What follows belongs to an exercise in optimizing a design on an open flow for small area and a short achievable clock period; a production flow would make more cautious choices. Only simulation tests tie the RTL to the original design; equivalence was not proved.

==> flow/design.v, too long to show whole: its modules and the start of the top module <==
// module montgomery_kyber: 1483 lines
// module kfa: 6 lines
// module k_a21bo: 5 lines
// module k_a21oi: 5 lines
// module k_and2: 5 lines
// module k_inv: 5 lines
// module k_mux2i: 5 lines
// module k_nand2: 5 lines
// module k_nor2: 5 lines
// module k_o21ai: 5 lines
// module k_o21bai: 5 lines
// module k_or2: 5 lines
// module k_xnor2: 5 lines
// module k_xor2: 5 lines
module montgomery_kyber(clk, a, b, out);
  // ...
==> flow/run.sh <==
#!/bin/bash
# synth_recipe.tcl (not shown) runs the flow's synth.tcl, then flattens the netlist and writes it again
# the make line also repeats each setting of config.mk as NAME=value (left out here)
make -C /OpenROAD-flow-scripts/flow DESIGN_CONFIG=/design/flow/config.mk WORK_HOME=/design/flow/orfs CLKGATE_MAP_FILE= SYNTH_SCRIPT=/design/flow/synth_recipe.tcl finish
==> flow/config.mk <==
export PLATFORM = sky130hd
export DESIGN_NAME = montgomery_kyber
export DESIGN_NICKNAME = montgomery_kyber
export VERILOG_FILES = /design/flow/design.v
export SDC_FILE = /design/flow/constraint.sdc
export NUM_CORES = 4
export LEC_CHECK = 0
export CAP_MARGIN = 20
export CORE_MARGIN = 2
export CORE_UTILIZATION = 40
export SETUP_SLACK_MARGIN = 5
export SLEW_MARGIN = 20
export SYNTH_HIERARCHICAL = 1
export SYNTH_MINIMUM_KEEP_SIZE = 0
==> flow/constraint.sdc <==
create_clock -name core_clock -period 12.0 [get_ports {clk}]
set_input_delay 2.4000 -clock core_clock [delete_from_list [all_inputs] [get_ports {clk}]]
set_output_delay 2.4000 -clock core_clock [all_outputs]
set_load 0.01 [all_outputs]
==> impl_metrics.ini, run 1 <==
[placement]
dp_hpwl_um = 11500
dpl_cell_area_mm2 = 0.00684

[layout]
drive_above_1_share = 0.0798
top_register = r
inverters_excl_clock = 43
multi_input_area_share = 0.801
reg_top3 = r x24
diodes = 0
bufAreaShareNonClock = 0.0588
clock_buffers = 3
final_area_mm2 = 0.00702

[grt]
grt.met3_usage = 0.0104
met2_usage = 0.316
grt_pass1_wl_um = 23300

[outcome]
status = complete, no violations

[logic_synthesis]
syn_area_mm2 = 0.00624
synthTopCellsByArea = fa_1 (41%), xor2_1 (11%), nand2_1 (10%)
synth.top_cell.area_share = 0.408
syn_area_per_cell_um2 = 8.93

[worst_setup_path]
cp.arrival_ns = 6.94
critPathSlowestCell = fa_1
crit_top_cell = fa_1
endpoint_kind = flip-flop
crit_family = adder cells

[worst_hold_path]
hp-class = in2reg

[clock_tree]
cts_hold_buf = 0

[sta]
fin_tns_setup_ns = 0
==> run 2, diff against run 1 <==
==> flow/flow/run.sh (new file) <==
#!/bin/bash
set -euo pipefail
MARGIN=${MARGIN:-6}
bash standard.sh "SETUP_SLACK_MARGIN=$MARGIN" \
  "BUFFER_PORTS_ARGS=-buffer_cell sky130_fd_sc_hd__buf_1" finish > flow_make.log 2>&1
==> flow/standard.sh (new file) <==
#!/bin/bash
# synth_recipe.tcl (not shown) runs the flow's synth.tcl, then flattens the netlist and writes it again
# the make line also repeats each setting of config.mk as NAME=value (left out here)
make -C /OpenROAD-flow-scripts/flow DESIGN_CONFIG=/design/flow/config.mk WORK_HOME=/design/flow/orfs CLKGATE_MAP_FILE= SYNTH_SCRIPT=/design/flow/synth_recipe.tcl "${@:-finish}"
removed: flow/run.sh
==> run 2 against run 1 <==
Still clean on timing, DRC and antenna; non-clock buffer count increased by 59; die area unchanged; hold slack got worse by 0.24 ns; sequential cell count unchanged; first-iteration DRC count increased by 10%; global-route usage increased by 0.36 points; clock-buffer cell count unchanged; critical path type unchanged.
==> impl_metrics.ini, run 2 <==
[layout]
final_area_mm2 = 0.00814
reg_top3 = r x24
top_register = r
fin_util = 0.535
largest_register_ffs = 24
multi_input_area_mm2 = 0.00625
drive_above_1_share = 0.308
n_fill_cell = 1315
layout_commonest_cell = nand2_1
seq_area_um2 = 507
syn2layout_area_growth_pct = 30.5
final_cell_mix = nand2_1 (157), fa_1 (112), buf_4 (55)
finalNetCount = 951
diodes = 0
fin_cells = 986

[sta]
slew_headroom = 0.671
min_period_ns = 5.95
fin_crit_sh = 0.495
finalSetupViolCount = 0
slew_violations = 0
tightest_slew_ns = 0.491
max_freq_mhz = 168
hold_viol_final = 0
fin_tns_setup_ns = 0
rsz0062_at_grt = true

[logic_synthesis]
syn_area_mm2 = 0.00624
synth.top_cell.area_share = 0.408
synth_cell_types = 14
yosys_warnings = 7
synthTopCellsByArea = fa_1 (41%), xor2_1 (11%), nand2_1 (10%)
ys_top_cells_by_count = nand2_1 (173), fa_1 (127), xor2_1 (75)
synth_edf_count = 0
synth-main-ff-cell = dfxtp_1
syn_area_per_cell_um2 = 8.93
async_reset_ff_frac = 0
syn-num-nets = 850
synth_cells = 698
yosysMostFrequentCell = nand2_1
ys_ff_latch = 24
ys_seq_area_frac = 0.0770
yosysTopAreaCell = fa_1

[routing]
drtIter0Drc = 211
met2WireLength_um = 7800
finalWirelength_um = 15000
drtAntennaViolNets = 0
vias = 4934
drtPass1Iterations = 5
wl_met1_um = 6380
viasPerCell = 5.00
route.met3.wl_um = 637
top_layer = met4
drc_errors = 0
wire_per_inst_um = 15.3

[floorplanning]
die_h_um = 129
row_count = 45
die_area_mm2 = 0.0166
core_mm2 = 0.0152
start_util = 0.410
die_x_um = 129
io_pins = 37

[placement]
dpl_cell_area_mm2 = 0.00665
gp_congestion = 0.877
io_buffers = 36
dpl.cell_count = 922
dp_hpwl_um = 11400

[worst_setup_path]
critPathMaxFanout = 12
startpoint = a[0]
cp_data_required_time_ns = 12.13
endpoint = r[22]$_DFF_P_
worstSetupPathType = in2reg
endpoint_kind = flip-flop
cp.arrival_ns = 6.07
critPathLaunchType = input port

[clock_tree]
clk_pin_slew_ns = 0.06
cts_buffers = 3
htree_levels = 1
cts_tree = yes
clockBufferDepth = 2
cts-root-buf = clkbuf_16
cts_sinks = 24

[outcome]
status = complete, no violations

[grt]
overflow = 0
grt_pass1_vias = 5103
grt_max_degree = 15
grt_pass1_wl_um = 23900
track_usage = 0.177
antenna_found_initial = 0

[worst_hold_path]
hp-class = in2reg

[job]
maxCapViolCount = 0
==> run 2: cell count changes in the layout (fill, tap and decap cells not counted), moves of 10 or more <==
cell             change
buf_4               +55
xor2_1              -25
clkdlybuf4s50_1     -19
nand2_1             -16
xor2_2              +16
fa_1                -15
fa_2                +15
dlymetal6s2s_1      -14
buf_2               +13
nand2_2             +12
buf_12              +11
nor2_1              -10
==> run 2: logic make-up (layout without fill, tap and decap cells) <==
| kind of cell | Yosys count | in the layout | share of synthesized area |
|---|---|---|---|
| muxes | 12 | 12 | 0.0193 |
| and+or+nand+nor | 277 | 277 | 0.184 |
| AOI/OAI and AO/OA | 81 | 81 | 0.0983 |
| adders and majority gates | 127 | 127 | 0.408 |
| xor gates and xnor gates | 134 | 134 | 0.188 |
| buffers and inverters | 43 | 143 | 0.0259 |
| DFF | 24 | 24 | 0.0770 |
==> run 2: timing repair <==
item	in CTS	in global routing
buffers inserted	10	48
hold buffers	0	0
endpoints found under the setup margin	24	24
cloned	0	2
resized for setup	86	137
pin swaps	15	56
==> run 2: critical path, stage by stage <==
cell and delay (ns):
buf_8 0.12, nand2_2 0.07, fa_1 0.55, fa_1 0.43
fa_2 0.36, fa_1 0.50, fa_2 0.67, xor2_2 0.18
nand2_2 0.11, o21ai_4 0.16, a21oi_4 0.08, o21ai_4 0.19
a21oi_2 0.08, xor2_1 0.16
==> run 2: metrics by stage <==
| step | hold WS (ns) | setup WS (ns) |
|---|---|---|
| 5_1_grt | 2.59 | 5.92 |
| 4_1_cts | 2.63 | 6.00 |
| 3_3_place_gp | 3.05 | 5.30 |
| 6_report | 2.57 | 6.05 |
| 3_5_place_dp | 3.10 | 5.22 |
| 2_1_floorplan | 2.59 | 6.02 |
==> run 2: layer usage <==
| layer | vias up | global-route usage |
|---|---|---|
| li1 | 2339 | - |
| met1 | 2446 | 0.236 |
| met2 | 135 | 0.322 |
| met3 | 14 | 0.00748 |
| met4 | 0 | 0.0377 |
| met5 | - | 0 |
==> run 2: worst min path at each step <==
stage	startpoint	endpoint	slack [ns]	depth (start not counted)
2_1_floorplan	b[0]	r[0]$_DFF_P_	2.59	2
3_3_place_gp	a[0]	r[0]$_DFF_P_	3.05	3
3_5_place_dp	a[0]	r[0]$_DFF_P_	3.10	3
4_1_cts	a[0]	r[0]$_DFF_P_	2.63	3
5_1_grt	a[0]	r[0]$_DFF_P_	2.59	3
6_report	a[0]	r[0]$_DFF_P_	2.57	3
==> run 2: cell type report <==
class / count / area share
well taps: 188 / 0.0289
flip-flops and latches: 24 / 0.0623
inverters: 43 / 0.0198
clock inverters: 1 / 0.00369
multi-input cells: 631 / 0.768
clock buffers: 3 / 0.00923
repair buffers: 96 / 0.108
==> run 2: Yosys stat by module, one instance, submodules excluded, a selection <==
| module | times used | cell area, um^2 |
|---|---|---|
| k_nand2 | 173 | 3.75 |
| k_nor2 | 62 | 3.75 |
| k_o21ai | 26 | 5.00 |
| k_mux2i | 12 | 10.0 |
| montgomery_kyber | 1 | 480 |
| k_inv | 43 | 3.75 |
| k_o21bai | 2 | 7.51 |
| k_a21bo | 3 | 10.0 |
| k_and2 | 7 | 6.26 |
| k_xnor2 | 59 | 8.76 |
| k_or2 | 35 | 6.26 |
| k_a21oi | 50 | 8.76 |
==> run 3, diff against run 2 <==
--- a/flow/flow/run.sh
+++ b/flow/flow/run.sh
@@ -2,3 +2,3 @@
 set -euo pipefail
-MARGIN=${MARGIN:-6}
+MARGIN=${MARGIN:-5.5}
 bash standard.sh "SETUP_SLACK_MARGIN=$MARGIN" \
--- a/flow/config.mk
+++ b/flow/config.mk
@@ -9,3 +9,4 @@
 export CORE_MARGIN = 2
-export CORE_UTILIZATION = 40
+export CORE_UTILIZATION = 60
+export PLACE_DENSITY = 0.75
 export SETUP_SLACK_MARGIN = 5
==> run 3 against run 2 <==
Setup slack got worse by 0.34 ns; first-iteration DRC count increased by 15%; routed wire length decreased by 12%; synthesized cell count unchanged; critical path type unchanged.
==> impl_metrics.ini, run 3 <==
[outcome]
status = complete, no violations

[logic_synthesis]
syn-num-nets = 850
ys_ff_latch = 24
synth-main-ff-cell = dfxtp_1
synthTopCellsByArea = fa_1 (41%), xor2_1 (11%), nand2_1 (10%)
ys_top_cells_by_count = nand2_1 (173), fa_1 (127), xor2_1 (75)
yosysTopAreaCell = fa_1
synth_cell_types = 14
ys_seq_area_frac = 0.0770
yosysMostFrequentCell = nand2_1
synth.top_cell.area_share = 0.408
async_reset_ff_frac = 0
syn_area_per_cell_um2 = 8.93
yosys_warnings = 7
synth_cells = 698
syn_area_mm2 = 0.00624
synth_edf_count = 0

[routing]
finalWirelength_um = 13200
drc_errors = 0
drtIter0Drc = 242
drtPass1Iterations = 5
drtAntennaViolNets = 0
wire_per_inst_um = 15.1
vias = 4783
viasPerCell = 5.47

[layout]
n_fill_cell = 876
reg_top3 = r x24
drive_above_1_share = 0.111
finalNetCount = 892
multi_input_area_mm2 = 0.00565
final_cell_mix = nand2_1 (173), fa_1 (127), xor2_1 (71)
seq_area_um2 = 482
layout_commonest_cell = nand2_1
syn2layout_area_growth_pct = 7.40
top_register = r
final_area_mm2 = 0.00670
largest_register_ffs = 24
diodes = 0

[worst_setup_path]
critPathLaunchType = input port
critPathMaxFanout = 12
endpoint_kind = flip-flop
crit_top_cell = fa_1
cpPeakStageDelay_ns = 0.57
crit_family = adder cells
worstPathCellList = buf_2 -> nand2_1 -> fa_1 -> fa_1 -> fa_1 -> fa_1 -> fa_1 -> xor2_2 -> nand2_1 -> nor2_2 -> nand2_1 -> o21ai_2 -> a21oi_2 -> xor2_1
cp_data_required_time_ns = 12.14
cp.arrival_ns = 6.42
worstSetupPathType = in2reg
critPathSlowestCell = fa_1
path_buf_inv = 1

[placement]
gp_congestion = 0.931
io_buffers = 36
dp_hpwl_um = 11200
dpl_cell_area_mm2 = 0.00655
dp_slack_ns = 5.02

[job]
maxCapViolCount = 0

[floorplanning]
die_area_mm2 = 0.0112
die_x_um = 106
row_count = 37
die_h_um = 106
io_pins = 37
core_mm2 = 0.0102
start_util = 0.612

[sta]
rsz0062_at_grt = true
finalSetupViolCount = 0
min_period_ns = 6.28
fin_tns_setup_ns = 0
fin_crit_sh = 0.523
slew_headroom = 0.521
max_freq_mhz = 159
hold_viol_final = 0
tightest_slew_ns = 0.719
slew_violations = 0
worst_slack_ns = 5.72

[grt]
antenna_found_initial = 0
grt_pass1_wl_um = 23000
grt_pass1_vias = 5037
track_usage = 0.255
overflow = 0
grt_max_degree = 15

[clock_tree]
cts_tree = yes
cts_hold_buf = 0
cts_buffers = 3
cts_sinks = 24
clk_pin_slew_ns = 0.08
htree_levels = 1
cts-root-buf = clkbuf_8
clockBufferDepth = 2

[worst_hold_path]
hp-class = in2reg
==> run 3: cell counts after synthesis <==
Identical to the previous run, type by type.
==> run 3: metal layers <==
layer,routed length (um),global-route usage,share of wire
met1,5190,0.324,0.39
met2,6980,0.470,0.53
met4,223,0.0592,0.017
met5,0,0,0
met3,836,0.0282,0.063
==> run 3: per-stage QoR <==
| step | hold slack [ns] | cells | utilization |
|---|---|---|---|
| final | 2.64 | 875 | 0.658 |
| after global placement | 3.05 | 871 | 0.643 |
| after detailed placement | 3.04 | 871 | 0.643 |
| after CTS | 2.62 | 875 | 0.652 |
| after floorplan | 2.59 | 698 | - |
| after global routing | 2.66 | 875 | 0.658 |
==> run 3: worst min-delay path, stage by stage <==
cell and delay, ns:
buf_2 0.19, nand2_1 0.21, inv_1 0.06
==> run 3: per-module statistics from Yosys (local to each module, per instance) <==
module / copies in the design / area (um^2) / flip-flops and latches
k_nand2: 173 / 3.75 / 0
k_a21oi: 50 / 8.76 / 0
montgomery_kyber: 1 / 480 / 24
k_or2: 35 / 6.26 / 0
k_xnor2: 59 / 8.76 / 0
k_a21bo: 3 / 10.0 / 0
k_inv: 43 / 3.75 / 0
k_nor2: 62 / 3.75 / 0
kfa: 127 / 20.0 / 0
k_and2: 7 / 6.26 / 0
k_xor2: 75 / 8.76 / 0
k_o21ai: 26 / 5.00 / 0
k_o21bai: 2 / 7.51 / 0
k_mux2i: 12 / 10.0 / 0
==> run 3: path summary, 6_finish.rpt <==
path  start       endpoint  slack (ns)  cells after the start
min    a[0]   r[0]$_DFF_P_        2.64                      3
max   b[11]  r[22]$_DFF_P_        5.72                     14
==> run 3: cell type report <==
class | count | area share
Sequential cell | 24 | 0.0719
Timing Repair Buffer | 37 | 0.0245
Multi-Input combinational cell | 631 | 0.843
Inverter | 43 | 0.0241
Clock inverter | 1 | 0.00448
Clock buffer | 3 | 0.00616
Tap cell | 136 | 0.0254
==> run 3: logic make-up (layout without fill, tap and decap cells) <==
| kind of cell | Yosys count | after routing | share of synthesized area |
|---|---|---|---|
| xor gates and xnor gates | 134 | 134 | 0.188 |
| AOI/OAI and AO/OA | 81 | 81 | 0.0983 |
| DFF | 24 | 24 | 0.0770 |
| adders and majority gates | 127 | 127 | 0.408 |
| muxes | 12 | 12 | 0.0193 |
| buffers and inverters | 43 | 84 | 0.0259 |
| and+or+nand+nor | 277 | 277 | 0.184 |
==> run 3: timing repair <==
item                                    CTS  global route
resized for setup                        16            12
buffers inserted                          0             0
gates cloned                              0             0
endpoints found under the setup margin    6            20
==> run 4, diff against run 3 <==
--- a/flow/config.mk
+++ b/flow/config.mk
@@ -9,4 +9,3 @@
 export CORE_MARGIN = 2
-export CORE_UTILIZATION = 60
-export PLACE_DENSITY = 0.75
+export CORE_UTILIZATION = 40
 export SETUP_SLACK_MARGIN = 5
==> run 4 against run 3 <==
Still clean; area after synthesis stayed put; utilization shrank 21 points; sequential cell count unchanged; via count down 2.9%; hold slack improved by 0.048 ns; final cell count is 5.8% higher; global-route usage is 8.1 points lower; first-iteration DRC count is 11% lower; critical path type unchanged; critical endpoint unchanged.
==> impl_metrics.ini, run 4 <==
[outcome]
status = complete, no violations

[worst_setup_path]
worstSetupPathType = in2reg
cpPeakStageDelay_ns = 0.59
critPathSlowestCell = fa_1
crit_family = adder cells
critPathLaunchType = input port
cp.arrival_ns = 6.42
crit_top_cell = fa_1
endpoint_kind = flip-flop
worstPathCellList = buf_2 -> nand2_1 -> fa_1 -> fa_1 -> fa_1 -> fa_1 -> fa_1 -> xor2_1 -> nand2_1 -> nor2_1 -> a21oi_2 -> o21ai_2 -> a21oi_2 -> xor2_1
critPathMaxFanout = 12
cp_data_required_time_ns = 12.13
path_buf_inv = 1

[sta]
finalSetupViolCount = 0
min_period_ns = 6.30
rsz0062_at_grt = false
fin_tns_setup_ns = 0
slew_headroom = 0.560
tightest_slew_ns = 0.661
max_freq_mhz = 159
slew_violations = 0
hold_viol_final = 0
fin_crit_sh = 0.525

[logic_synthesis]
syn_area_mm2 = 0.00624
ys_top_cells_by_count = nand2_1 (173), fa_1 (127), xor2_1 (75)
synthTopCellsByArea = fa_1 (41%), xor2_1 (11%), nand2_1 (10%)
synth_cell_types = 14
yosysTopAreaCell = fa_1
ys_ff_latch = 24
synth-compound-area-share = 0.0983
synth-main-ff-cell = dfxtp_1
muxShareOfSynthArea = 0.0193
syn-num-nets = 850
synthAdderAreaFrac = 0.408
yosys_warnings = 7
synth_edf_count = 0
synth_cells = 698
synth.top_cell.area_share = 0.408
yosys.area_share.simple = 0.184
synth_top_family_by_area = adder cells
syn_area_per_cell_um2 = 8.93
async_reset_ff_frac = 0
ys_seq_area_frac = 0.0770
synthXorXnorAreaFrac = 0.188
yosysMostFrequentCell = nand2_1

[floorplanning]
die_area_mm2 = 0.0166
start_util = 0.410
row_count = 45
die_h_um = 129
die_x_um = 129
io_pins = 37
core_mm2 = 0.0152

[clock_tree]
cts_tree = yes
cts_hold_buf = 0
clockBufferDepth = 2
clk_pin_slew_ns = 0.05
cts_sinks = 24
cts-root-buf = clkbuf_16
cts_buffers = 3
htree_levels = 1

[grt]
grt_pass1_vias = 5044
grt_pass1_wl_um = 23500
track_usage = 0.174
grt_max_degree = 13
antenna_found_initial = 0
overflow = 0

[routing]
drc_errors = 0
viasPerCell = 5.02
drtAntennaViolNets = 0
wire_per_inst_um = 14.5
vias = 4644
drtIter0Drc = 216
drtPass1Iterations = 5
finalWirelength_um = 13400

[layout]
top_register = r
layout_commonest_cell = nand2_1
reg_top3 = r x24
syn2layout_area_growth_pct = 8.59
largest_register_ffs = 24
final_cell_mix = nand2_1 (173), fa_1 (127), xor2_1 (74)
drive_above_1_share = 0.108
finalNetCount = 892
n_fill_cell = 1504
diodes = 0

[placement]
dp_hpwl_um = 11500
io_buffers = 36
gp_congestion = 0.857

[worst_hold_path]
hold_path_end = r[0]$_DFF_P_
hp-start = a[0]
hp-class = in2reg
whs_path_depth = 3

[job]
maxCapViolCount = 0
-- run 4: cell counts after synthesis --
Identical to the previous run, type by type.
-- run 4: worst max-delay path by stage --
| stage | endpoint | startpoint | depth (start not counted) |
|---|---|---|---|
| after detailed placement | r[22]$_DFF_P_ | b[11] | 14 |
| after CTS | r[22]$_DFF_P_ | b[11] | 14 |
| final | r[22]$_DFF_P_ | b[10] | 14 |
| after global routing | r[22]$_DFF_P_ | a[1] | 14 |
| after global placement | r[22]$_DFF_P_ | b[11] | 14 |
| after floorplan | out[0] | r[11]$_DFF_P_ | 10 |
-- run 4: per-layer routing --
layer / part of all wire / track usage / vias up
met2: 0.50 / 0.311 / 126
met4: 0.016 / 0.0460 / 0
met5: 0 / 0 / -
met3: 0.048 / 0.0162 / 12
met1: 0.44 / 0.227 / 2267
li1: - / - / 2239
-- run 4: through the flow --
stage / instance area (um^2) / std cells / utilization / setup WS (ns) / hold WS, ns
2_1_floorplan: 6240 / 698 / - / 5.74 / 2.59
3_3_place_gp: 6610 / 922 / 0.435 / 5.13 / 3.06
3_5_place_dp: 6610 / 922 / 0.435 / 5.03 / 3.07
4_1_cts: 6750 / 926 / 0.444 / 5.55 / 2.67
5_1_grt: 6770 / 926 / 0.445 / 5.50 / 2.72
6_report: 6770 / 926 / 0.445 / 5.70 / 2.68
-- run 4: what timing repair did --
item                       in CTS  in global routing
setup endpoints to repair      17                 17
hold endpoints to repair        0                  0
gates cloned                    0                  0
setup buffers                   1                  0
pin swaps                       1                  0
gates resized for setup        19                  7
-- run 4: kinds of logic (layout without fill, tap and decap cells) --
logic type | count (synthesis) | after routing
flops | 24 | 24
buf+inv | 43 | 83
simple gates | 277 | 277
xor+xnor | 134 | 134
mux | 12 | 12
compound gates | 81 | 81
fa+ha+maj | 127 | 127
-- run 4: modules after synthesis (local to each module, per instance) --
module	flip-flops and latches	cell area [um^2]
k_and2	0	6.26
montgomery_kyber	24	480
k_o21ai	0	5.00
k_o21bai	0	7.51
k_a21oi	0	8.76
k_xor2	0	8.76
k_nand2	0	3.75
k_xnor2	0	8.76
k_inv	0	3.75
kfa	0	20.0
k_mux2i	0	10.0
k_or2	0	6.26
k_nor2	0	3.75
k_a21bo	0	10.0
-- run 4: final cells by class --
class                      count  area (um^2)  area share
clock buffer                   3         75.1      0.0111
inverter                      43          161      0.0238
multi-input combinational    631         5640       0.833
sequential                    24          482      0.0711
tap                          188          235      0.0347
timing repair buffer          37          176      0.0261
==> run 5, diff against run 4 <==
==> flow/flow/run.sh (replaced) <==
#!/bin/bash
set -euo pipefail
MARGIN=${MARGIN:-5.75}
BUF=${BUF:-sky130_fd_sc_hd__buf_1}
bash standard.sh "SETUP_SLACK_MARGIN=$MARGIN" \
  "BUFFER_PORTS_ARGS=-buffer_cell $BUF" finish > flow_make.log 2>&1
==> run 5 against run 4 <==
Synthesized cell count did not move; largest cell class unchanged; global-route usage rose by 0.19 points; via count rose by 1.8%; critical path type unchanged; routed wire length rose by 2.8%; non-clock buffer count rose by 16; critical path depth did not move; maximum frequency rose by 2.4%.
==> impl_metrics.ini, run 5 <==
[outcome]
status = complete, no violations

[sta]
fin_crit_sh = 0.512
rsz0062_at_grt = false
slew_violations = 0
tightest_slew_ns = 0.622
slew_headroom = 0.585
max_freq_mhz = 163
worst_slack_ns = 5.85
finalSetupViolCount = 0
min_period_ns = 6.15
fin_tns_setup_ns = 0
hold_slack_ns = 2.63
hold_viol_final = 0

[grt]
grt_pass1_vias = 5044
track_usage = 0.176
overflow = 0
grt_pass1_wl_um = 23800
grt_max_degree = 14
antenna_found_initial = 0

[placement]
dp_hpwl_um = 11400
gp_congestion = 0.856
io_buffers = 36
dpl.cell_count = 922
dp_slack_ns = 5.03
dpl_cell_area_mm2 = 0.00661

[worst_setup_path]
endpoint_kind = flip-flop
critPathMaxFanout = 12
critPathLaunchType = input port
cpPeakStageDelay_ns = 0.58
worstPathCellList = clkbuf_4 -> nand2_1 -> fa_1 -> fa_2 -> fa_1 -> fa_1 -> fa_2 -> xor2_2 -> nand2_2 -> nor2_4 -> nand2_1 -> o21ai_4 -> a21oi_2 -> xor2_1
crit_top_cell = fa_1
cp.arrival_ns = 6.28
worstSetupPathType = in2reg
crit_family = adder cells
critPathSlowestCell = fa_2
cp_data_required_time_ns = 12.13
path_buf_inv = 1

[layout]
reg_top3 = r x24
seq_area_um2 = 483
layout_commonest_cell = nand2_1
final_cell_mix = nand2_1 (171), fa_1 (116), nor2_1 (60)
syn2layout_area_growth_pct = 16.1
n_fill_cell = 1461
diodes = 0
multi_input_area_mm2 = 0.00594
finalNetCount = 908
final_area_mm2 = 0.00724
largest_register_ffs = 24
drive_above_1_share = 0.185
fin_cells = 943
top_register = r

[logic_synthesis]
ys_top_cells_by_count = nand2_1 (173), fa_1 (127), xor2_1 (75)
yosysMostFrequentCell = nand2_1
synth_cells = 698
synthTopCellsByArea = fa_1 (41%), xor2_1 (11%), nand2_1 (10%)
ys_seq_area_frac = 0.0770
syn-num-nets = 850
synth.top_cell.area_share = 0.408
ys_ff_latch = 24
yosysTopAreaCell = fa_1
synth_edf_count = 0
synth-main-ff-cell = dfxtp_1
syn_area_per_cell_um2 = 8.93
syn_area_mm2 = 0.00624
async_reset_ff_frac = 0
yosys_warnings = 7
synth_cell_types = 14

[routing]
vias = 4729
drc_errors = 0
wire_per_inst_um = 14.7
viasPerCell = 5.01
drtIter0Drc = 221
finalWirelength_um = 13800
drtPass1Iterations = 4
drtAntennaViolNets = 0

[clock_tree]
clk_pin_slew_ns = 0.06
cts_hold_buf = 0
clockBufferDepth = 2
cts_buffers = 3
cts-root-buf = clkbuf_16
cts_sinks = 24
cts_tree = yes
htree_levels = 1

[worst_hold_path]
hp-class = in2reg
whs_path_depth = 3
hp-start = a[0]
hold_path_end = r[0]$_DFF_P_

[floorplanning]
row_count = 45
io_pins = 37
die_x_um = 129
die_h_um = 129
start_util = 0.410
core_mm2 = 0.0152
die_area_mm2 = 0.0166

[job]
maxCapViolCount = 0
-- run 5: cells by family after synthesis --
kind of cell             count (synthesis)  synth area share
multiplexers                            12            0.0193
AO/OA/AOI/OAI                           81            0.0983
XOR/XNOR                               134             0.188
adder cells (fa/ha/maj)                127             0.408
AND/OR/NAND/NOR                        277             0.184
buffers and inverters                   43            0.0259
flip-flops                              24            0.0770
-- run 5: per-stage QoR --
| stage | utilization |
|---|---|
| after global routing | 0.476 |
| after floorplan | - |
| after CTS | 0.448 |
| after global placement | 0.435 |
| final | 0.476 |
| after detailed placement | 0.435 |
-- run 5: modules after synthesis, one instance, submodules excluded, excerpt --
module | area (um^2) | copies in the design
k_or2 | 6.26 | 35
k_o21bai | 7.51 | 2
k_inv | 3.75 | 43
k_and2 | 6.26 | 7
k_a21oi | 8.76 | 50
k_nor2 | 3.75 | 62
k_nand2 | 3.75 | 173
k_xor2 | 8.76 | 75
k_mux2i | 10.0 | 12
montgomery_kyber | 480 | 1
k_o21ai | 5.00 | 26
k_a21bo | 10.0 | 3
-- run 5: layout make-up --
cell class / instances / share of cell area
clock buffers: 4 / 0.0123
repair buffers: 53 / 0.0461
well taps: 188 / 0.0325
inverters: 43 / 0.0223
flip-flops and latches: 24 / 0.0667
multi-input cells: 631 / 0.820
-- run 5: worst max path at each step --
stage	startpoint	depth (start not counted)	endpoint	slack, ns
floorplan	a[3]	13	r[22]$_DFF_P_	5.83
global placement	b[11]	14	r[22]$_DFF_P_	5.12
detailed placement	b[11]	14	r[22]$_DFF_P_	5.03
CTS	b[11]	14	r[22]$_DFF_P_	5.76
global route	a[3]	14	r[19]$_DFF_P_	5.71
finish	a[3]	14	r[22]$_DFF_P_	5.85
-- run 5: repair_timing --
| action | in CTS | in global routing |
|---|---|---|
| endpoints found under the setup margin | 22 | 23 |
| setup buffers | 1 | 16 |
| gates resized for setup | 29 | 70 |
| pin swaps | 1 | 16 |
-- run 5: routing by layer --
metal | GRT usage | share of wire
met5 | 0 | 0
met2 | 0.306 | 0.50
met1 | 0.233 | 0.44
met3 | 0.0195 | 0.044
met4 | 0.0492 | 0.021
==> run 6, diff against run 5 <==
--- a/flow/flow/run.sh
+++ b/flow/flow/run.sh
@@ -2,3 +2,3 @@
 set -euo pipefail
-MARGIN=${MARGIN:-5.75}
+MARGIN=${MARGIN:-5.25}
 BUF=${BUF:-sky130_fd_sc_hd__buf_1}
==> run 6 against run 5 <==
First-iteration DRC count down 5.0%; global-route usage down 0.23 points; design area down 6.8%; clock-buffer cell count down 1; via count down 1.7%; hold slack better by 0.095 ns; utilization down 3.2 points; die area unchanged; sequential share of layout area up 0.45 points.
==> impl_metrics.ini, run 6 <==
[worst_setup_path]
cp.arrival_ns = 6.61
cpPeakStageDelay_ns = 0.55
worstPathCellList = clkbuf_2 -> nand2_1 -> fa_1 -> fa_1 -> fa_1 -> fa_1 -> fa_1 -> xor2_1 -> nand2_1 -> nor2_1 -> nand2_1 -> o21ai_1 -> a21oi_2 -> xor2_1
critPathMaxFanout = 12
crit_top_cell = fa_1
endpoint_kind = flip-flop
worstSetupPathType = in2reg
cp_data_required_time_ns = 12.13
critPathLaunchType = input port
critPathSlowestCell = fa_1

[sta]
hold_viol_final = 0
slew_headroom = 0.550
max_freq_mhz = 154
fin_tns_setup_ns = 0
min_period_ns = 6.48
fin_crit_sh = 0.540
rsz0062_at_grt = false
finalSetupViolCount = 0
slew_violations = 0
tightest_slew_ns = 0.675

[grt]
overflow = 0
grt_pass1_wl_um = 23400
track_usage = 0.174
grt_pass1_vias = 5043
grt_max_degree = 13
antenna_found_initial = 0

[job]
maxCapViolCount = 0

[routing]
drtPass1Iterations = 5
drtIter0Drc = 210
vias = 4647
wire_per_inst_um = 14.4
finalWirelength_um = 13400
drc_errors = 0
viasPerCell = 5.02
drtAntennaViolNets = 0

[layout]
fin_util = 0.444
reg_top3 = r x24
diodes = 0
finalNetCount = 892
final_cell_mix = nand2_1 (173), fa_1 (127), xor2_1 (75)
n_fill_cell = 1509
syn2layout_area_growth_pct = 8.23
layout_commonest_cell = nand2_1
drive_above_1_share = 0.100
top_register = r
largest_register_ffs = 24
multi_input_area_mm2 = 0.00562
seq_area_um2 = 480
final_area_mm2 = 0.00675

[logic_synthesis]
synth_edf_count = 0
synth_cells = 698
syn_area_per_cell_um2 = 8.93
syn_area_mm2 = 0.00624
yosysMostFrequentCell = nand2_1
synth-main-ff-cell = dfxtp_1
async_reset_ff_frac = 0
ys_top_cells_by_count = nand2_1 (173), fa_1 (127), xor2_1 (75)
ys_seq_area_frac = 0.0770
syn-num-nets = 850
synthTopCellsByArea = fa_1 (41%), xor2_1 (11%), nand2_1 (10%)
synth_cell_types = 14
yosys_warnings = 7
ys_ff_latch = 24
yosysTopAreaCell = fa_1
synth.top_cell.area_share = 0.408

[placement]
gp_congestion = 0.857
io_buffers = 36
dp_hpwl_um = 11500
dpl_cell_area_mm2 = 0.00661

[clock_tree]
clk_pin_slew_ns = 0.05
cts_tree = yes
htree_levels = 1
cts-root-buf = clkbuf_16
cts_sinks = 24
clockBufferDepth = 2
cts_buffers = 3

[floorplanning]
die_x_um = 129
core_mm2 = 0.0152
io_pins = 37
row_count = 45
start_util = 0.410
die_h_um = 129
die_area_mm2 = 0.0166

[outcome]
status = complete, no violations

[worst_hold_path]
hp-class = in2reg
-- run 6: final timing paths --
check,cells past startpoint,to,startpoint,slack (ns)
max,14,r[22]$_DFF_P_,a[3],5.52
min,3,r[0]$_DFF_P_,a[0],2.72
-- run 6: routing by layer --
layer / GRT usage / part of all wire / routed length (um)
met1: 0.228 / 0.44 / 5820
met4: 0.0454 / 0.018 / 236
met3: 0.0162 / 0.048 / 637
met2: 0.308 / 0.50 / 6670
met5: 0 / 0 / 0
-- run 6: cell families (layout without fill, tap and decap cells) --
family	after synthesis	after routing	synth area share
DFF	24	24	0.0770
buffers and inverters	43	83	0.0259
muxes	12	12	0.0193
xor gates and xnor gates	134	134	0.188
AOI/OAI and AO/OA	81	81	0.0983
and+or+nand+nor	277	277	0.184
adders and majority gates	127	127	0.408
-- run 6: stage by stage --
step	worst slack, ns	cells	hold WS, ns
after detailed placement	5.03	922	3.07
after global placement	5.13	922	3.06
after global routing	5.25	926	2.78
final	5.52	926	2.72
after floorplan	5.74	698	2.59
after CTS	5.29	925	2.80
-- run 6: repair_timing --
item,CTS,global route
resized for setup,1,19
pin swaps,0,1
hold buffers,0,0
setup buffers,0,1
gates cloned,0,0
endpoints found under the setup margin,12,17
-- run 6: final cells by class --
type | count | share of cell area
Multi-Input combinational cell | 631 | 0.833
Sequential cell | 24 | 0.0712
Tap cell | 188 | 0.0349
Timing Repair Buffer | 37 | 0.0261
Inverter | 43 | 0.0239
Clock buffer | 3 | 0.0111
-- run 6: worst max-delay path: cells and delay by family --
family | cells | cell delay [ns]
buf+inv | 1 | 0.24
simple gates | 4 | 0.65
compound gates | 2 | 0.39
fa+ha+maj | 5 | 2.43
xor+xnor | 2 | 0.50
-- run 6: modules after synthesis, one instance, submodules excluded, excerpt --
module,cells,copies in the design,area [um^2],flip-flops and latches
k_nor2,1,62,3.75,0
k_o21bai,1,2,7.51,0
k_nand2,1,173,3.75,0
k_xnor2,1,59,8.76,0
k_xor2,1,75,8.76,0
k_mux2i,1,12,10.0,0
k_a21bo,1,3,10.0,0
k_or2,1,35,6.26,0
k_inv,1,43,3.75,0
montgomery_kyber,24,1,480,24
==> run 7, diff against run 6 <==
==> flow/flow/run.sh (replaced) <==
#!/bin/bash
set -euo pipefail
MARGIN=${MARGIN:-5.5}
BUF=${BUF:-sky130_fd_sc_hd__buf_2}
bash standard.sh "SETUP_SLACK_MARGIN=$MARGIN" \
  "BUFFER_PORTS_ARGS=-buffer_cell $BUF" finish > flow_make.log 2>&1
==> run 7 against run 6 <==
Via count down 0.84%; routed wire length shrank 2.3%; critical path depth unchanged; design area grew 0.98%; clock-buffer cell count up 1; non-clock buffer count is the same; first-iteration DRC count decreased by 26%; maximum frequency is 3.1% higher; utilization is 0.44 points higher; hold slack worse by 0.062 ns.
==> impl_metrics.ini, run 7 <==
[outcome]
status = complete, no violations

[sta]
hold_viol_final = 0
worst_slack_ns = 5.71
hold_slack_ns = 2.66
max_freq_mhz = 159
min_period_ns = 6.29
finalSetupViolCount = 0
fin_crit_sh = 0.524
tightest_slew_ns = 0.519
slew_violations = 0
slew_headroom = 0.651
rsz0062_at_grt = false
fin_tns_setup_ns = 0

[logic_synthesis]
synth-main-ff-cell = dfxtp_1
ys_ff_latch = 24
synth_edf_count = 0
syn_area_mm2 = 0.00624
yosysTopAreaCell = fa_1
ys_seq_area_frac = 0.0770
synthTopCellsByArea = fa_1 (41%), xor2_1 (11%), nand2_1 (10%)
async_reset_ff_frac = 0
synth_cells = 698
yosysMostFrequentCell = nand2_1
syn-num-nets = 850
syn_area_per_cell_um2 = 8.93
yosys_warnings = 7
ys_top_cells_by_count = nand2_1 (173), fa_1 (127), xor2_1 (75)
synth.top_cell.area_share = 0.408
synth_cell_types = 14

[routing]
wire_per_inst_um = 14.1
vias = 4608
drtIter0Drc = 156
viasPerCell = 4.97
drtAntennaViolNets = 0
drtPass1Iterations = 4
drc_errors = 0
finalWirelength_um = 13100

[grt]
track_usage = 0.169
grt_pass1_wl_um = 22900
grt_pass1_vias = 4949
overflow = 0
antenna_found_initial = 0
grt_max_degree = 14

[worst_setup_path]
critPathLaunchType = input port
critPathMaxFanout = 12
endpoint_kind = flip-flop
crit_top_cell = fa_1
worstPathCellList = buf_2 -> nand2_1 -> fa_1 -> fa_1 -> fa_1 -> fa_1 -> fa_1 -> xor2_1 -> nand2_1 -> nor2_2 -> nand2_1 -> o21ai_2 -> a21oi_2 -> xor2_1
cpPeakStageDelay_ns = 0.58
critPathSlowestCell = fa_1
crit_family = adder cells
cp_data_required_time_ns = 12.13
cp.arrival_ns = 6.41
path_buf_inv = 1
worstSetupPathType = in2reg

[placement]
gp_congestion = 0.848
dpl.cell_count = 922
io_buffers = 36
dp_hpwl_um = 11000
dp_slack_ns = 5.29

[layout]
fin_cells = 927
syn2layout_area_growth_pct = 9.29
layout_commonest_cell = nand2_1
top_register = r
finalNetCount = 892
reg_top3 = r x24
drive_above_1_share = 0.135
final_cell_mix = nand2_1 (173), fa_1 (127), xor2_1 (73)
largest_register_ffs = 24
diodes = 0
fin_util = 0.448
multi_input_area_mm2 = 0.00565
n_fill_cell = 1483
seq_area_um2 = 480

[floorplanning]
io_pins = 37
row_count = 45
start_util = 0.410
core_mm2 = 0.0152
die_area_mm2 = 0.0166
die_h_um = 129
die_x_um = 129

[job]
maxCapViolCount = 0

[clock_tree]
cts_tree = yes
htree_levels = 1
cts_hold_buf = 0
clk_pin_slew_ns = 0.06
cts_buffers = 3
cts_sinks = 24
cts-root-buf = clkbuf_16
clockBufferDepth = 2

[worst_hold_path]
hp-class = in2reg
[run 7: cell counts after synthesis]
No cell type changed its count.
[run 7: metrics by stage]
stage | cell area [um^2]
4_1_cts | 6760
3_3_place_gp | 6660
2_1_floorplan | 6240
6_report | 6820
3_5_place_dp | 6660
5_1_grt | 6820
[run 7: per-module statistics from Yosys, one instance, submodules excluded, a selection]
module | copies in the design | cells | flip-flops and latches
k_xnor2 | 59 | 1 | 0
k_mux2i | 12 | 1 | 0
k_inv | 43 | 1 | 0
k_or2 | 35 | 1 | 0
k_and2 | 7 | 1 | 0
k_o21bai | 2 | 1 | 0
k_nand2 | 173 | 1 | 0
k_a21bo | 3 | 1 | 0
kfa | 127 | 1 | 0
[run 7: repair_timing]
action,CTS,global route
setup endpoints to repair,12,17
setup buffers,0,1
gates resized for setup,2,7
pin swaps,1,1
[run 7: worst min-delay path, cell delays in order]
cell	delay, ns
buf_2	0.18
nand2_1	0.20
inv_1	0.07
[run 7: path summary, 6_finish.rpt]
check,startpoint,end,slack [ns],cells past startpoint
worst max-delay path,a[1],r[22]$_DFF_P_,5.71,14
worst min-delay path,b[0],r[0]$_DFF_P_,2.66,3
[run 7: per-layer routing]
layer | global-route usage | share of wire | up-vias
met5 | 0 | 0 | -
met3 | 0.0125 | 0.040 | 10
met2 | 0.312 | 0.51 | 99
met4 | 0.0339 | 0.0096 | 0
li1 | - | - | 2231
met1 | 0.218 | 0.44 | 2268
[run 7: final cells by class]
class | count | share of cell area
multi-input combinational | 631 | 0.829
inverter | 43 | 0.0237
clock buffer | 4 | 0.0130
sequential | 24 | 0.0705
timing repair buffer | 37 | 0.0294
tap | 188 | 0.0345
[run 7: kinds of logic (layout without fill, tap and decap cells)]
| family | after synthesis | in the layout | synth area share |
|---|---|---|---|
| AOI/OAI and AO/OA | 81 | 81 | 0.0983 |
| muxes | 12 | 12 | 0.0193 |
| adders and majority gates | 127 | 127 | 0.408 |
| and+or+nand+nor | 277 | 277 | 0.184 |
| DFF | 24 | 24 | 0.0770 |
| buffers and inverters | 43 | 84 | 0.0259 |
| xor gates and xnor gates | 134 | 134 | 0.188 |
==> run 8, diff against run 7 <==
==> flow/flow/run.sh (replaced) <==
#!/bin/bash
set -euo pipefail
MARGIN=${MARGIN:-5.5}
BUF=${BUF:-sky130_fd_sc_hd__buf_1}
RECOVER=${RECOVER:-100}
bash standard.sh "SETUP_SLACK_MARGIN=$MARGIN" \
  "BUFFER_PORTS_ARGS=-buffer_cell $BUF" "RECOVER_POWER=$RECOVER" finish > flow_make.log 2>&1
==> run 8 against run 7 <==
Utilization shrank 0.64 points; non-clock buffer count is the same; clock-buffer cell count shrank 1; highest routed layer unchanged.
==> impl_metrics.ini, run 8 <==
[outcome]
status = complete, no violations

[clock_tree]
cts_sinks = 24
cts-root-buf = clkbuf_16
clk_pin_slew_ns = 0.05
cts_tree = yes
clockBufferDepth = 2
cts_buffers = 3
htree_levels = 1

[grt]
grt_pass1_wl_um = 23500
overflow = 0
grt_max_degree = 13
grt_pass1_vias = 5044
antenna_found_initial = 0
track_usage = 0.174

[worst_hold_path]
hp-class = in2reg

[placement]
dpl_cell_area_mm2 = 0.00661
dp_slack_ns = 5.03
gp_congestion = 0.857
io_buffers = 36
dpl.cell_count = 922
dp_hpwl_um = 11500

[floorplanning]
die_area_mm2 = 0.0166
start_util = 0.410
die_x_um = 129
core_mm2 = 0.0152
row_count = 45
die_h_um = 129
io_pins = 37

[logic_synthesis]
yosysMostFrequentCell = nand2_1
synth_edf_count = 0
ys_ff_latch = 24
synth-main-ff-cell = dfxtp_1
syn_area_per_cell_um2 = 8.93
ys_top_cells_by_count = nand2_1 (173), fa_1 (127), xor2_1 (75)
syn_area_mm2 = 0.00624
ys_seq_area_frac = 0.0770
synth_cell_types = 14
async_reset_ff_frac = 0
yosysTopAreaCell = fa_1
synthTopCellsByArea = fa_1 (41%), xor2_1 (11%), nand2_1 (10%)
yosys_warnings = 7
synth_cells = 698
synth.top_cell.area_share = 0.408
syn-num-nets = 850

[layout]
layout_commonest_cell = nand2_1
reg_top3 = r x24
seq_area_um2 = 482
top_register = r
largest_register_ffs = 24
diodes = 0
finalNetCount = 892
multi_input_area_mm2 = 0.00560
n_fill_cell = 1523
drive_above_1_share = 0.0935
final_cell_mix = nand2_1 (173), fa_1 (127), xor2_1 (74)
final_area_mm2 = 0.00672
fin_cells = 926
syn2layout_area_growth_pct = 7.72

[sta]
worst_slack_ns = 4.34
rsz0062_at_grt = false
tightest_slew_ns = 0.896
fin_tns_setup_ns = 0
max_freq_mhz = 131
slew_headroom = 0.403
slew_violations = 0
min_period_ns = 7.66
fin_crit_sh = 0.638
finalSetupViolCount = 0
hold_viol_final = 0

[routing]
viasPerCell = 5.06
finalWirelength_um = 13400
wl_met1_um = 5890
drtAntennaViolNets = 0
drc_errors = 0
drtIter0Drc = 246
vias = 4684
met2WireLength_um = 6710
top_layer = met4
wire_per_inst_um = 14.5
route.met3.wl_um = 575
drtPass1Iterations = 6

[job]
maxCapViolCount = 0

[worst_setup_path]
cp_data_required_time_ns = 9.60
critPathMaxFanout = 12
cp.arrival_ns = 5.26
worstSetupPathType = reg2out
critPathLaunchType = flip-flop
endpoint_kind = primary output
-- run 8: cell counts after synthesis --
Identical to the previous run, type by type.
-- run 8: cell type report --
| type | instances | share of cell area |
|---|---|---|
| Clock buffer | 3 | 0.0112 |
| Inverter | 43 | 0.0240 |
| Multi-Input combinational cell | 631 | 0.834 |
| Sequential cell | 24 | 0.0717 |
| Tap cell | 188 | 0.0350 |
| Timing Repair Buffer | 37 | 0.0238 |
-- run 8: Yosys stat by module, one instance, submodules excluded, a selection --
module	cells	times used
k_o21ai	1	26
montgomery_kyber	24	1
k_mux2i	1	12
k_a21oi	1	50
k_nand2	1	173
k_inv	1	43
k_nor2	1	62
k_or2	1	35
k_and2	1	7
k_o21bai	1	2
k_xnor2	1	59
kfa	1	127
k_a21bo	1	3
-- run 8: worst paths after layout --
path,from,endpoint,slack [ns],cells past startpoint
setup / recovery,r[5]$_DFF_P_,out[8],4.34,12
hold / removal,a[0],r[0]$_DFF_P_,2.68,3
-- run 8: per-layer routing --
metal	GRT usage	vias to the layer above
met2	0.311	125
met3	0.0162	16
li1	-	2237
met1	0.227	2306
met4	0.0460	0
met5	0	-
-- run 8: stage by stage --
step                       util  hold slack (ns)
after floorplan               -             2.59
after global placement    0.435             3.06
after detailed placement  0.435             3.07
after CTS                 0.444             2.67
after global routing      0.442             2.72
final                     0.442             2.68
-- run 8: kinds of logic (layout without fill, tap and decap cells) --
logic type / count (synthesis) / after routing / share of synthesized area
mux: 12 / 12 / 0.0193
flops: 24 / 24 / 0.0770
xor+xnor: 134 / 134 / 0.188
buf+inv: 43 / 83 / 0.0259
compound gates: 81 / 81 / 0.0983
simple gates: 277 / 277 / 0.184
fa+ha+maj: 127 / 127 / 0.408
-- run 8: worst max-delay path: stages (launching register included) --
cell	delay, ns
dfxtp_1	0.36
or2_1	0.26
fa_1	0.47
fa_1	0.60
xor2_1	0.32
nand2_1	0.09
o21ai_0	0.65
a21oi_1	0.37
o21ai_0	0.55
xnor2_4	0.16
clkbuf_1	0.69
mux2i_1	0.30
buf_1	0.17
-- run 8: repair_timing --
item	in CTS	in global routing
gates resized for setup	19	7
setup buffers	1	0
pin swaps	1	0
hold buffers	0	0
hold endpoints to repair	0	0
setup endpoints to repair	17	17
==> run 9, diff against run 8 <==
==> flow/flow/run.sh (replaced) <==
#!/bin/bash
set -euo pipefail
MARGIN=${MARGIN:-5.25}
BUF=${BUF:-sky130_fd_sc_hd__buf_1}
RECOVER=${RECOVER:-0}
bash standard.sh "SETUP_SLACK_MARGIN=$MARGIN" \
  "BUFFER_PORTS_ARGS=-buffer_cell $BUF" "RECOVER_POWER=$RECOVER" finish > flow_make.log 2>&1
==> run 9 against run 8 <==
Critical path type is now in2reg; clock-buffer cell count unchanged; sequential share of layout area decreased by 0.052 points; hold slack improved by 0.043 ns; largest cell class unchanged; maximum frequency increased by 18%; first-iteration DRC count decreased by 15%; die area unchanged.
==> impl_metrics.ini, run 9 <==
[clock_tree]
htree_levels = 1
cts_tree = yes
clk_pin_slew_ns = 0.05
cts_buffers = 3
clockBufferDepth = 2
cts-root-buf = clkbuf_16
cts_sinks = 24
cts_hold_buf = 0

[sta]
tightest_slew_ns = 0.675
slew_violations = 0
max_freq_mhz = 154
hold_slack_ns = 2.72
finalSetupViolCount = 0
fin_tns_setup_ns = 0
fin_crit_sh = 0.540
slew_headroom = 0.550
rsz0062_at_grt = false
min_period_ns = 6.48
hold_viol_final = 0

[placement]
gp_congestion = 0.857
io_buffers = 36
dpl_cell_area_mm2 = 0.00661
dp_hpwl_um = 11500

[floorplanning]
die_x_um = 129
io_pins = 37
die_area_mm2 = 0.0166
start_util = 0.410
die_h_um = 129
row_count = 45
core_mm2 = 0.0152

[worst_hold_path]
hp-class = in2reg
hp-start = a[0]
whs_path_depth = 3
hold_path_end = r[0]$_DFF_P_

[grt]
overflow = 0
grt_max_degree = 13
track_usage = 0.174
grt_pass1_wl_um = 23400
grt_pass1_vias = 5043
antenna_found_initial = 0

[logic_synthesis]
synth.top_cell.area_share = 0.408
syn_area_per_cell_um2 = 8.93
synthTopCellsByArea = fa_1 (41%), xor2_1 (11%), nand2_1 (10%)
ys_top_cells_by_count = nand2_1 (173), fa_1 (127), xor2_1 (75)
syn_area_mm2 = 0.00624
synth_cells = 698
ys_seq_area_frac = 0.0770
syn-num-nets = 850
yosysTopAreaCell = fa_1
synth_edf_count = 0
async_reset_ff_frac = 0
yosys_warnings = 7
synth-main-ff-cell = dfxtp_1
synth_cell_types = 14
ys_ff_latch = 24
yosysMostFrequentCell = nand2_1

[layout]
largest_register_ffs = 24
fin_util = 0.444
n_fill_cell = 1509
final_cell_mix = nand2_1 (173), fa_1 (127), xor2_1 (75)
top_register = r
syn2layout_area_growth_pct = 8.23
final_area_mm2 = 0.00675
layout_commonest_cell = nand2_1
diodes = 0
drive_above_1_share = 0.100
finalNetCount = 892
reg_top3 = r x24

[worst_setup_path]
critPathLaunchType = input port
critPathMaxFanout = 12
crit_top_cell = fa_1
cp.arrival_ns = 6.61
worstPathCellList = clkbuf_2 -> nand2_1 -> fa_1 -> fa_1 -> fa_1 -> fa_1 -> fa_1 -> xor2_1 -> nand2_1 -> nor2_1 -> nand2_1 -> o21ai_1 -> a21oi_2 -> xor2_1
worstSetupPathType = in2reg
critPathSlowestCell = fa_1
endpoint_kind = flip-flop
cp_data_required_time_ns = 12.13
cpPeakStageDelay_ns = 0.55

[job]
maxCapViolCount = 0

[routing]
drtAntennaViolNets = 0
vias = 4647
drtIter0Drc = 210
viasPerCell = 5.02
drtPass1Iterations = 5
wire_per_inst_um = 14.4
finalWirelength_um = 13400
drc_errors = 0

[outcome]
status = complete, no violations
run 9: cell counts after synthesis:
No cell type changed its count.
run 9: area by class of cell:
| type | instances | area [um^2] | share of cell area |
|---|---|---|---|
| Clock buffer | 3 | 75.1 | 0.0111 |
| Inverter | 43 | 161 | 0.0239 |
| Multi-Input combinational cell | 631 | 5620 | 0.833 |
| Sequential cell | 24 | 480 | 0.0712 |
| Tap cell | 188 | 235 | 0.0349 |
| Timing Repair Buffer | 37 | 176 | 0.0261 |
run 9: what timing repair did:
| action | CTS | global route |
|---|---|---|
| buffers inserted | 0 | 1 |
| setup endpoints to repair | 12 | 17 |
| pin swaps | 0 | 1 |
| gates resized for setup | 1 | 19 |
run 9: how the worst max path moves through the flow:
stage / slack, ns / to / start
finish: 5.52 / r[22]$_DFF_P_ / a[3]
global route: 5.25 / r[22]$_DFF_P_ / b[11]
CTS: 5.29 / r[22]$_DFF_P_ / b[11]
detailed placement: 5.03 / r[22]$_DFF_P_ / b[11]
global placement: 5.13 / r[22]$_DFF_P_ / b[11]
floorplan: 5.74 / out[0] / r[11]$_DFF_P_
run 9: stage by stage:
stage | cells | setup slack, ns
global route | 926 | 5.25
global placement | 922 | 5.13
detailed placement | 922 | 5.03
CTS | 925 | 5.29
floorplan | 698 | 5.74
finish | 926 | 5.52
run 9: critical path, delay by kind of cell:
kind / cells / cell delay, ns
adder cells (fa/ha/maj): 5 / 2.43
AND/OR/NAND/NOR: 4 / 0.65
XOR/XNOR: 2 / 0.50
AO/OA/AOI/OAI: 2 / 0.39
buffers and inverters: 1 / 0.24
run 9: routing by layer:
layer / up-vias / wire, um / GRT usage
li1: 2243 / - / -
met1: 2274 / 5820 / 0.228
met2: 116 / 6670 / 0.308
met3: 14 / 637 / 0.0162
met4: 0 / 236 / 0.0454
met5: - / 0 / 0
run 9: modules after synthesis (local to each module, per instance):
module / times used / cell area (um^2)
k_mux2i: 12 / 10.0
k_xor2: 75 / 8.76
k_a21bo: 3 / 10.0
k_inv: 43 / 3.75
montgomery_kyber: 1 / 480
k_and2: 7 / 6.26
k_nand2: 173 / 3.75
k_or2: 35 / 6.26
k_o21bai: 2 / 7.51
k_xnor2: 59 / 8.76
k_nor2: 62 / 3.75
kfa: 127 / 20.0
k_a21oi: 50 / 8.76
k_o21ai: 26 / 5.00
run 9: kinds of logic (layout without fill, tap and decap cells):
logic type	after synthesis	count (layout)	share of synthesized area
adders and majority gates	127	127	0.408
DFF	24	24	0.0770
xor gates and xnor gates	134	134	0.188
muxes	12	12	0.0193
and+or+nand+nor	277	277	0.184
AOI/OAI and AO/OA	81	81	0.0983
buffers and inverters	43	83	0.0259
==> run 10, diff against run 9 <==
--- a/flow/flow/run.sh
+++ b/flow/flow/run.sh
@@ -2,4 +2,4 @@
 set -euo pipefail
-MARGIN=${MARGIN:-5.25}
-BUF=${BUF:-sky130_fd_sc_hd__buf_1}
+MARGIN=${MARGIN:-5.5}
+BUF=${BUF:-sky130_fd_sc_hd__buf_2}
 RECOVER=${RECOVER:-0}
==> run 10 against run 9 <==
Still clean; die area is the same; final cell count grew 0.11%; routed wire length shrank 2.3%; utilization grew 0.44 points; critical path type unchanged.
==> impl_metrics.ini, run 10 <==
[outcome]
status = complete, no violations

[floorplanning]
die_x_um = 129
start_util = 0.410
core_mm2 = 0.0152
row_count = 45
die_h_um = 129
die_area_mm2 = 0.0166
io_pins = 37

[clock_tree]
clk_pin_slew_ns = 0.06
clockBufferDepth = 2
cts-root-buf = clkbuf_16
cts_sinks = 24
cts_tree = yes
cts_buffers = 3
cts_hold_buf = 0
htree_levels = 1

[layout]
reg_top3 = r x24
diodes = 0
final_area_mm2 = 0.00682
drive_above_1_share = 0.135
fin_util = 0.448
largest_register_ffs = 24
top_register = r
finalNetCount = 892
final_cell_mix = nand2_1 (173), fa_1 (127), xor2_1 (73)
syn2layout_area_growth_pct = 9.29
layout_commonest_cell = nand2_1

[sta]
fin_crit_sh = 0.524
slew_violations = 0
fin_tns_setup_ns = 0
finalSetupViolCount = 0
min_period_ns = 6.29
rsz0062_at_grt = false
tightest_slew_ns = 0.519
hold_viol_final = 0
max_freq_mhz = 159
slew_headroom = 0.651

[worst_setup_path]
critPathSlowestCell = fa_1
crit_top_cell = fa_1
cp.arrival_ns = 6.41
cp_data_required_time_ns = 12.13
critPathMaxFanout = 12
worstSetupPathType = in2reg
critPathLaunchType = input port
cpPeakStageDelay_ns = 0.58
worstPathCellList = buf_2 -> nand2_1 -> fa_1 -> fa_1 -> fa_1 -> fa_1 -> fa_1 -> xor2_1 -> nand2_1 -> nor2_2 -> nand2_1 -> o21ai_2 -> a21oi_2 -> xor2_1
endpoint_kind = flip-flop

[routing]
drtPass1Iterations = 4
finalWirelength_um = 13100
vias = 4608
wire_per_inst_um = 14.1
drc_errors = 0
viasPerCell = 4.97
drtAntennaViolNets = 0
drtIter0Drc = 156

[logic_synthesis]
synth_cell_types = 14
yosysMostFrequentCell = nand2_1
synth.top_cell.area_share = 0.408
syn_area_per_cell_um2 = 8.93
synth-main-ff-cell = dfxtp_1
synth_cells = 698
ys_top_cells_by_count = nand2_1 (173), fa_1 (127), xor2_1 (75)
async_reset_ff_frac = 0
syn-num-nets = 850
yosys_warnings = 7
yosysTopAreaCell = fa_1
syn_area_mm2 = 0.00624
ys_seq_area_frac = 0.0770
ys_ff_latch = 24
synthTopCellsByArea = fa_1 (41%), xor2_1 (11%), nand2_1 (10%)
synth_edf_count = 0

[grt]
grt_pass1_vias = 4949
antenna_found_initial = 0
grt_pass1_wl_um = 22900
track_usage = 0.169
overflow = 0
grt_max_degree = 14

[worst_hold_path]
hold_path_end = r[0]$_DFF_P_
hp-start = b[0]
hp-class = in2reg
whs_path_depth = 3

[placement]
dpl_cell_area_mm2 = 0.00666
dp_hpwl_um = 11000
gp_congestion = 0.848
io_buffers = 36

[job]
maxCapViolCount = 0
## run 10: what timing repair did
action / CTS / global route
endpoints found under the setup margin: 12 / 17
gates resized for setup: 2 / 7
pin swaps: 1 / 1
buffers inserted: 0 / 1
## run 10: area by class of cell
type,instances,area [um^2]
tap,188,235
timing repair buffer,37,200
clock buffer,4,88.8
sequential,24,480
multi-input combinational,631,5650
inverter,43,161
fill,1483,8390
## run 10: modules after synthesis, one instance, submodules excluded, excerpt
module	cells	flip-flops and latches	times used	cell area (um^2)
montgomery_kyber	24	24	1	480
kfa	1	0	127	20.0
k_mux2i	1	0	12	10.0
k_a21bo	1	0	3	10.0
k_xnor2	1	0	59	8.76
k_a21oi	1	0	50	8.76
k_xor2	1	0	75	8.76
k_o21bai	1	0	2	7.51
k_and2	1	0	7	6.26
k_or2	1	0	35	6.26
k_o21ai	1	0	26	5.00
k_nand2	1	0	173	3.75
k_nor2	1	0	62	3.75
## run 10: kinds of logic after synthesis
family / after synthesis / share of synthesized area
buffers and inverters: 43 / 0.0259
adders and majority gates: 127 / 0.408
and+or+nand+nor: 277 / 0.184
muxes: 12 / 0.0193
DFF: 24 / 0.0770
AOI/OAI and AO/OA: 81 / 0.0983
xor gates and xnor gates: 134 / 0.188
## run 10: worst max path at each step
| stage | to | startpoint | cells past startpoint | slack (ns) |
|---|---|---|---|---|
| 2_1_floorplan | out[0] | r[11]$_DFF_P_ | 10 | 5.74 |
| 6_report | r[22]$_DFF_P_ | a[1] | 14 | 5.71 |
| 4_1_cts | out[8] | r[11]$_DFF_P_ | 11 | 5.52 |
| 5_1_grt | out[8] | r[11]$_DFF_P_ | 12 | 5.53 |
| 3_3_place_gp | r[22]$_DFF_P_ | a[3] | 14 | 5.36 |
| 3_5_place_dp | r[22]$_DFF_P_ | a[3] | 14 | 5.29 |
## run 10: per-layer routing
metal  global-route usage  routed length, um
met1                0.218               5760
met2                0.312               6650
met3               0.0125                521
met4               0.0339                125
met5                    0                  0
## run 10: critical path: cells and delay by family
family / cells / cell delay [ns]
adder cells (fa/ha/maj): 5 / 2.37
AO/OA/AOI/OAI: 2 / 0.28
buffers and inverters: 1 / 0.25
AND/OR/NAND/NOR: 4 / 0.64
XOR/XNOR: 2 / 0.47
## run 10: through the flow
step / setup WS, ns / std cells / hold WS (ns)
after floorplan: 5.74 / 698 / 2.59
after global placement: 5.36 / 922 / 2.92
after detailed placement: 5.29 / 922 / 2.93
after CTS: 5.52 / 926 / 2.67
after global routing: 5.53 / 927 / 2.71
final: 5.71 / 927 / 2.66

## re-timing with driven ports
How much do the figures lean on ideal ports? The routed layouts below were timed once more, with nothing changed but the port constraints. Step 1 sets driving cells, clkbuf_16 on the clock port and buf_2 on the other inputs (assumed; they add their load-dependent delay and slew). Step 2 adds t to the input delays and takes it off the output delays; t is the mean of the earliest and latest rising clock arrival at the registers after step 1. Input paths then give back, and output paths get back, about the clock's delay inside the block. Slacks: ideal / step 1 / step 2; pairs: ideal / step 1.
run | shift t [ns] | slack for setup (ns) | worst hold slack (ns) | latest minus earliest clock arrival (ns)
run 1 | 0.284 | 5.185 / 5.199 / 4.915 | 2.811 / 2.793 / 3.077 | 0.002 / 0.002
run 2 | 0.284 | 6.054 / 6.005 / 5.720 | 2.567 / 2.591 / 2.875 | 0.003 / 0.003
run 3 | 0.288 | 5.719 / 5.724 / 5.436 | 2.636 / 2.632 / 2.920 | 0.001 / 0.002
run 4 | 0.284 | 5.704 / 5.699 / 5.435 | 2.685 / 2.673 / 2.957 | 0.001 / 0.001
run 5 | 0.285 | 5.851 / 5.865 / 5.580 | 2.628 / 2.621 / 2.906 | 0.001 / 0.002
run 6 | 0.284 | 5.516 / 5.527 / 5.243 | 2.723 / 2.713 / 2.998 | 0.001 / 0.001
run 7 | 0.285 | 5.714 / 5.688 / 5.444 | 2.661 / 2.644 / 2.929 | 0.002 / 0.002
run 8 | 0.285 | 4.345 / 4.310 / 4.595 | 2.680 / 2.668 / 2.954 | 0.001 / 0.001
run 9 | 0.284 | 5.516 / 5.527 / 5.243 | 2.723 / 2.713 / 2.998 | 0.001 / 0.001
run 10 | 0.285 | 5.714 / 5.688 / 5.444 | 2.661 / 2.644 / 2.929 | 0.002 / 0.002
After both steps every run listed still meets setup and hold. For run 2, which loses most, drivers alone change the setup slack by -0.049 ns; drivers and shift together by -0.334 ns.
